From an optimization exercise on the open Yosys and OpenROAD flow, aimed at small area; shortcuts taken in it are not production practice. Only simulation tests tie the RTL to the original design; equivalence was not proved.

## fjord
==> flow/design.v (excerpt) <==
module dtmf
(
	input	wire			clk,
	input	wire			rst,
	input	wire			valid,
	input	wire	[11:0]	data,
	output	reg				newKey,
	output	wire	 [7:0]	theKey,
	output	reg				dtmf_valid,
	output	wire	 [3:0]	dtmf_data
);
For scale: about 2700 cells after synthesis, roughly 29 I/O pins, ~25000 um^2 of cells after synthesis.
Settings: LEC_CHECK=0, ABC_AREA=1, CAP_MARGIN=20, CORE_MARGIN=2, CORE_UTILIZATION=40, CTS_BUF_LIST=sky130_fd_sc_hd__clkbuf_16, CTS_CLUSTER_DIAMETER=100, CTS_CLUSTER_SIZE=30, SLEW_MARGIN=20; clock period 20.0 ns.
run.sh (not shown) runs the stock make flow with config.mk's settings and CLKGATE_MAP_FILE= SYNTH_SCRIPT=/design/flow/synth_recipe.tcl, a recipe that flattens the netlist after the stock synthesis.
diff inputs: fjord => harbor
diff --git a/flow/design.v b/flow/design.v
--- a/flow/design.v
+++ b/flow/design.v
@@ -213,25 +213,25 @@
 wire [36:0] dv0 = {3'd0, ~rv0[33], rv0[32:0]};
 wire [36:0] dv1 = {1'd0, ~rv1[33], rv1[32:0], 2'b00};
 wire [36:0] dq0 = {5'd0, ~rq0[20], rq0[19:0], 11'd0};
 wire [36:0] dq1 = {3'd0, ~rq1[20], rq1[19:0], 13'd0};
 localparam [36:0] KD = 37'h1000000000 | 37'h200000000 | 37'h80000000;
 wire [36:0] dx = KD | {23'd0, nq1, 1'b0, nq0, 8'd0, nv1, 1'b0, nv0};
 wire [36:0] d1s, d1c, d2s, d2c, d3s, d3c, d4s, d4c;
 csa #(37) da_ (da, dv0, dv1, d1s, d1c);
 csa #(37) db_ (dq0, dq1, dx, d2s, d2c);
 csa #(37) dc_ (d1s, d1c, d2s, d3s, d3c);
 csa #(37) dd_ (d3s, d3c, d2c, d4s, d4c);
 wire [36:0] asum;
-rca #(37) dz (d4s, d4c, asum);
+rcs #(37, 19) dz (d4s, d4c, asum);
 wire signed [32:0] anext = asum[36:4];
 wire snext = stk | (|asum[3:0]);
 wire on = (anext > 33'sd819200) || (anext == 33'sd819200 && snext);
 always @ (posedge clk)
 begin
 	if (rst)
 	begin
 		mpend <= 0;
 		mact <= 0;
 		mt <= 0;
 		eng <= 0;
 		decide <= 0;
@@ -348,12 +348,37 @@
 	input	wire	[W-1:0]	a,
 	input	wire	[W-1:0]	b,
 	output	wire	[W-1:0]	s
 );
 wire [W:0] c;
 assign c[0] = 1'b0;
 genvar i;
 generate for (i = 0; i < W; i = i + 1) begin : bit_
 	assign s[i] = a[i] ^ b[i] ^ c[i];
 	assign c[i+1] = (a[i] & b[i]) | (a[i] & c[i]) | (b[i] & c[i]);
 end endgenerate
 endmodule
+module rcs #(parameter W = 8, parameter L = 4)
+(
+	input	wire	[W-1:0]	a,
+	input	wire	[W-1:0]	b,
+	output	wire	[W-1:0]	s
+);
+wire [L:0] c;
+assign c[0] = 1'b0;
+wire [W-1:L] s0, s1;
+wire [W:L] c0, c1;
+assign c0[L] = 1'b0;
+assign c1[L] = 1'b1;
+genvar i;
+generate for (i = 0; i < L; i = i + 1) begin : lo_
+	assign s[i] = a[i] ^ b[i] ^ c[i];
+	assign c[i+1] = (a[i] & b[i]) | (a[i] & c[i]) | (b[i] & c[i]);
+end
+for (i = L; i < W; i = i + 1) begin : hi_
+	assign s0[i] = a[i] ^ b[i] ^ c0[i];
+	assign c0[i+1] = (a[i] & b[i]) | (a[i] & c0[i]) | (b[i] & c0[i]);
+	assign s1[i] = a[i] ^ b[i] ^ c1[i];
+	assign c1[i+1] = (a[i] & b[i]) | (a[i] & c1[i]) | (b[i] & c1[i]);
+end endgenerate
+assign s[W-1:L] = c[L] ? s1 : s0;
+endmodule
Findings:
No stage failed in harbor, and the final checks on the layout all came back clean. Going from fjord to harbor, the met3 usage was found to have gone up by 0.44 points. Setup slack, harbor and fjord: higher on harbor. Between harbor and fjord, the difference in multiplexer area fraction after synthesis is negligible. Share of the cycle needed by the critical path after routing: harbor vs fjord down 19 points.

---

Starting RTL as in the previous note.
export LEC_CHECK = 0
export ABC_AREA = 1
export CAP_MARGIN = 20
export CORE_MARGIN = 2
export CORE_UTILIZATION = 60
export CTS_BUF_LIST = sky130_fd_sc_hd__clkbuf_16
export CTS_CLUSTER_DIAMETER = 100
export CTS_CLUSTER_SIZE = 30
export SLEW_MARGIN = 20
create_clock -name core_clock -period 20.0 [get_ports {clk}]
The baseline produced a clean layout.
Then changed:
--- a/flow/design.v
+++ b/flow/design.v
@@ -217,17 +217,17 @@
 localparam [36:0] KD = 37'h1000000000 | 37'h200000000 | 37'h80000000;
 wire [36:0] dx = KD | {23'd0, nq1, 1'b0, nq0, 8'd0, nv1, 1'b0, nv0};
 wire [36:0] d1s, d1c, d2s, d2c, d3s, d3c, d4s, d4c;
 csa #(37) da_ (da, dv0, dv1, d1s, d1c);
 csa #(37) db_ (dq0, dq1, dx, d2s, d2c);
 csa #(37) dc_ (d1s, d1c, d2s, d3s, d3c);
 csa #(37) dd_ (d3s, d3c, d2c, d4s, d4c);
 wire [36:0] asum;
-rca #(37) dz (d4s, d4c, asum);
+rcs #(37, 19) dz (d4s, d4c, asum);
 wire signed [32:0] anext = asum[36:4];
 wire snext = stk | (|asum[3:0]);
 wire on = (anext > 33'sd819200) || (anext == 33'sd819200 && snext);
 always @ (posedge clk)
 begin
 	if (rst)
 	begin
 		mpend <= 0;
@@ -352,8 +352,33 @@
 wire [W:0] c;
 assign c[0] = 1'b0;
 genvar i;
 generate for (i = 0; i < W; i = i + 1) begin : bit_
 	assign s[i] = a[i] ^ b[i] ^ c[i];
 	assign c[i+1] = (a[i] & b[i]) | (a[i] & c[i]) | (b[i] & c[i]);
 end endgenerate
 endmodule
+module rcs #(parameter W = 8, parameter L = 4)
+(
+	input	wire	[W-1:0]	a,
+	input	wire	[W-1:0]	b,
+	output	wire	[W-1:0]	s
+);
+wire [L:0] c;
+assign c[0] = 1'b0;
+wire [W-1:L] s0, s1;
+wire [W:L] c0, c1;
+assign c0[L] = 1'b0;
+assign c1[L] = 1'b1;
+genvar i;
+generate for (i = 0; i < L; i = i + 1) begin : lo_
+	assign s[i] = a[i] ^ b[i] ^ c[i];
+	assign c[i+1] = (a[i] & b[i]) | (a[i] & c[i]) | (b[i] & c[i]);
+end
+for (i = L; i < W; i = i + 1) begin : hi_
+	assign s0[i] = a[i] ^ b[i] ^ c0[i];
+	assign c0[i+1] = (a[i] & b[i]) | (a[i] & c0[i]) | (b[i] & c0[i]);
+	assign s1[i] = a[i] ^ b[i] ^ c1[i];
+	assign c1[i+1] = (a[i] & b[i]) | (a[i] & c1[i]) | (b[i] & c1[i]);
+end endgenerate
+assign s[W-1:L] = c[L] ? s1 : s0;
+endmodule
- final area went down by 1.7%
- via count went down by 8.0%
- global-route usage went down by 0.69 points
- critical path depth went down by 9
- setup slack improved by 3.6 ns

---

dtmf, a different RTL version from the one above (not shown whole).
Size in the first run: roughly 2700 cells after synthesis, roughly 530 flip-flops, roughly 29 I/O pins, roughly 0.026 mm^2 of cells after synthesis.
clock: 20.0 ns
lec_check: 0
abc_area: 1
cap_margin: 20
core_margin: 2
core_utilization: 40
slew_margin: 20
Change:
--- a/flow/design.v
+++ b/flow/design.v
@@ -17,14 +17,26 @@
 		3'd3: coef = 12'd3037;
 		3'd4: coef = 12'd2382;
 		3'd5: coef = 12'd2066;
 		3'd6: coef = 12'd1618;
 		default: coef = 12'd1146;
 	endcase
 endfunction
+function [11:0] kneg (input [2:0] i);
+	case (i)
+		3'd0: kneg = 12'd608;
+		3'd1: kneg = 12'd746;
+		3'd2: kneg = 12'd896;
+		3'd3: kneg = 12'd1059;
+		3'd4: kneg = 12'd1714;
+		3'd5: kneg = 12'd2030;
+		3'd6: kneg = 12'd2478;
+		default: kneg = 12'd2950;
+	endcase
+endfunction
 reg [4:0] ph;
 wire [1:0] k  = ph[1:0];
 wire [2:0] sf = ph[4:2];
 wire slot_end = (k == 2'd3);
 reg [7:0] cnt;					 
 wire vn = valid && (cnt != 8'd0);	 
 wire vc = valid && (cnt == 8'd0);	 
@@ -146,15 +158,15 @@
 reg signed [32:0] V;
 reg signed [32:0] ACC;
 reg stk;
 reg [7:0] pressed;
 reg decide;
 wire mload = mact && (mt < 7'd64) && (mt[2:0] == (mt[5] ? 3'd4 : 3'd0)) && !(mt == 7'd32);
 wire [11:0] mc = coef(mf);
-wire [11:0] kn = 12'd0 - mc;
+wire [11:0] kn = kneg(mf);
 wire [12:0] kx = {kn, 1'b0};
 wire vph = (ms < 3'd3);
 wire dph = !vph;
 reg [2:0] kw_hi, kw_lo;
 always @*
 	case (ms)
 		3'd0: begin kw_hi = kx[12:10]; kw_lo = kx[10:8]; end
@@ -253,30 +265,22 @@
 always @ (posedge clk)
 begin
 	if (mload)
 	begin
 		M1 <= q1s[19:0];
 		M2 <= q2s[19:0];
 		mf <= sf;
-		ms <= 3'd0;
-	end
-	else if (eng)
-		ms <= ms + 3'd1;
-	if (eng)
-	begin
-		if (vph)
-			V <= asum[32:0];
-		else
-		begin
-			ACC <= anext;
-			stk <= (ms == 3'd3) ? (|asum[3:0]) : snext;
-		end
-		if (ms == 3'd7)
-			pressed[mf] <= on;
 	end
+	ms <= mload ? 3'd0 : ms + 3'd1;
+	if (vph)
+		V <= asum[32:0];
+	ACC <= anext;
+	stk <= (ms == 3'd3) ? (|asum[3:0]) : snext;
+	if (eng && ms == 3'd7)
+		pressed[mf] <= on;
 end
 wire [3:0] rows = pressed[3:0];
 wire [3:0] cols = pressed[7:4];
 wire found = (|rows) && (|cols);
 wire [1:0] ri = rows[0] ? 2'd0 : rows[1] ? 2'd1 : rows[2] ? 2'd2 : 2'd3;
 wire [1:0] ci = cols[0] ? 2'd0 : cols[1] ? 2'd1 : cols[2] ? 2'd2 : 2'd3;
 reg [3:0] code;
=> Utilization rose by 0.13 points; final area fell by about 1.9%; via count rose by 1.1%; synthesized cell count rose by 2.0%; synthesized area fell by 2.2%; cell count rose by about 1%; wire length hardly moves; die area fell by about 2%; global-route usage rose by 0.66 points; worst hold slack is about the same; flip-flop and latch count stays the same; clock skew fell by 12 ps.

==> re-timing with driven ports <==
The flow's constraints put no driver on any port. The routed layouts listed below were extracted and timed again, unchanged, in two steps.
Step 1: set_driving_cell puts a clkbuf_16 on clk and a buf_2 on each other input, an assumption about the parent block.
Step 2 adds t to the input delays and takes it off the output delays; t is the mean of the earliest and latest rising clock arrival at the registers after step 1. Input paths then give back, and output paths get back, about the clock's delay inside the block.
a / b / c = no drivers / after step 1 / after step 2; a / b = the first two.
run	t, ns	setup WS [ns]	worst hold slack (ns)
fjord	0.639	1.104 / 1.104 / 1.104	0.322 / 0.322 / 0.322
harbor	0.656	4.814 / 4.814 / 4.814	0.323 / 0.323 / 0.323
the first run of note 2	0.623	1.095 / 1.095 / 1.095	0.325 / 0.325 / 0.325
the second run of note 2	0.653	4.655 / 4.655 / 4.655	0.321 / 0.321 / 0.321
the first run of note 3	0.663	0.962 / 0.962 / 0.962	0.319 / 0.319 / 0.319
the second run of note 3	0.656	1.112 / 1.112 / 1.112	0.322 / 0.322 / 0.322
After both steps every run listed still meets setup and hold.
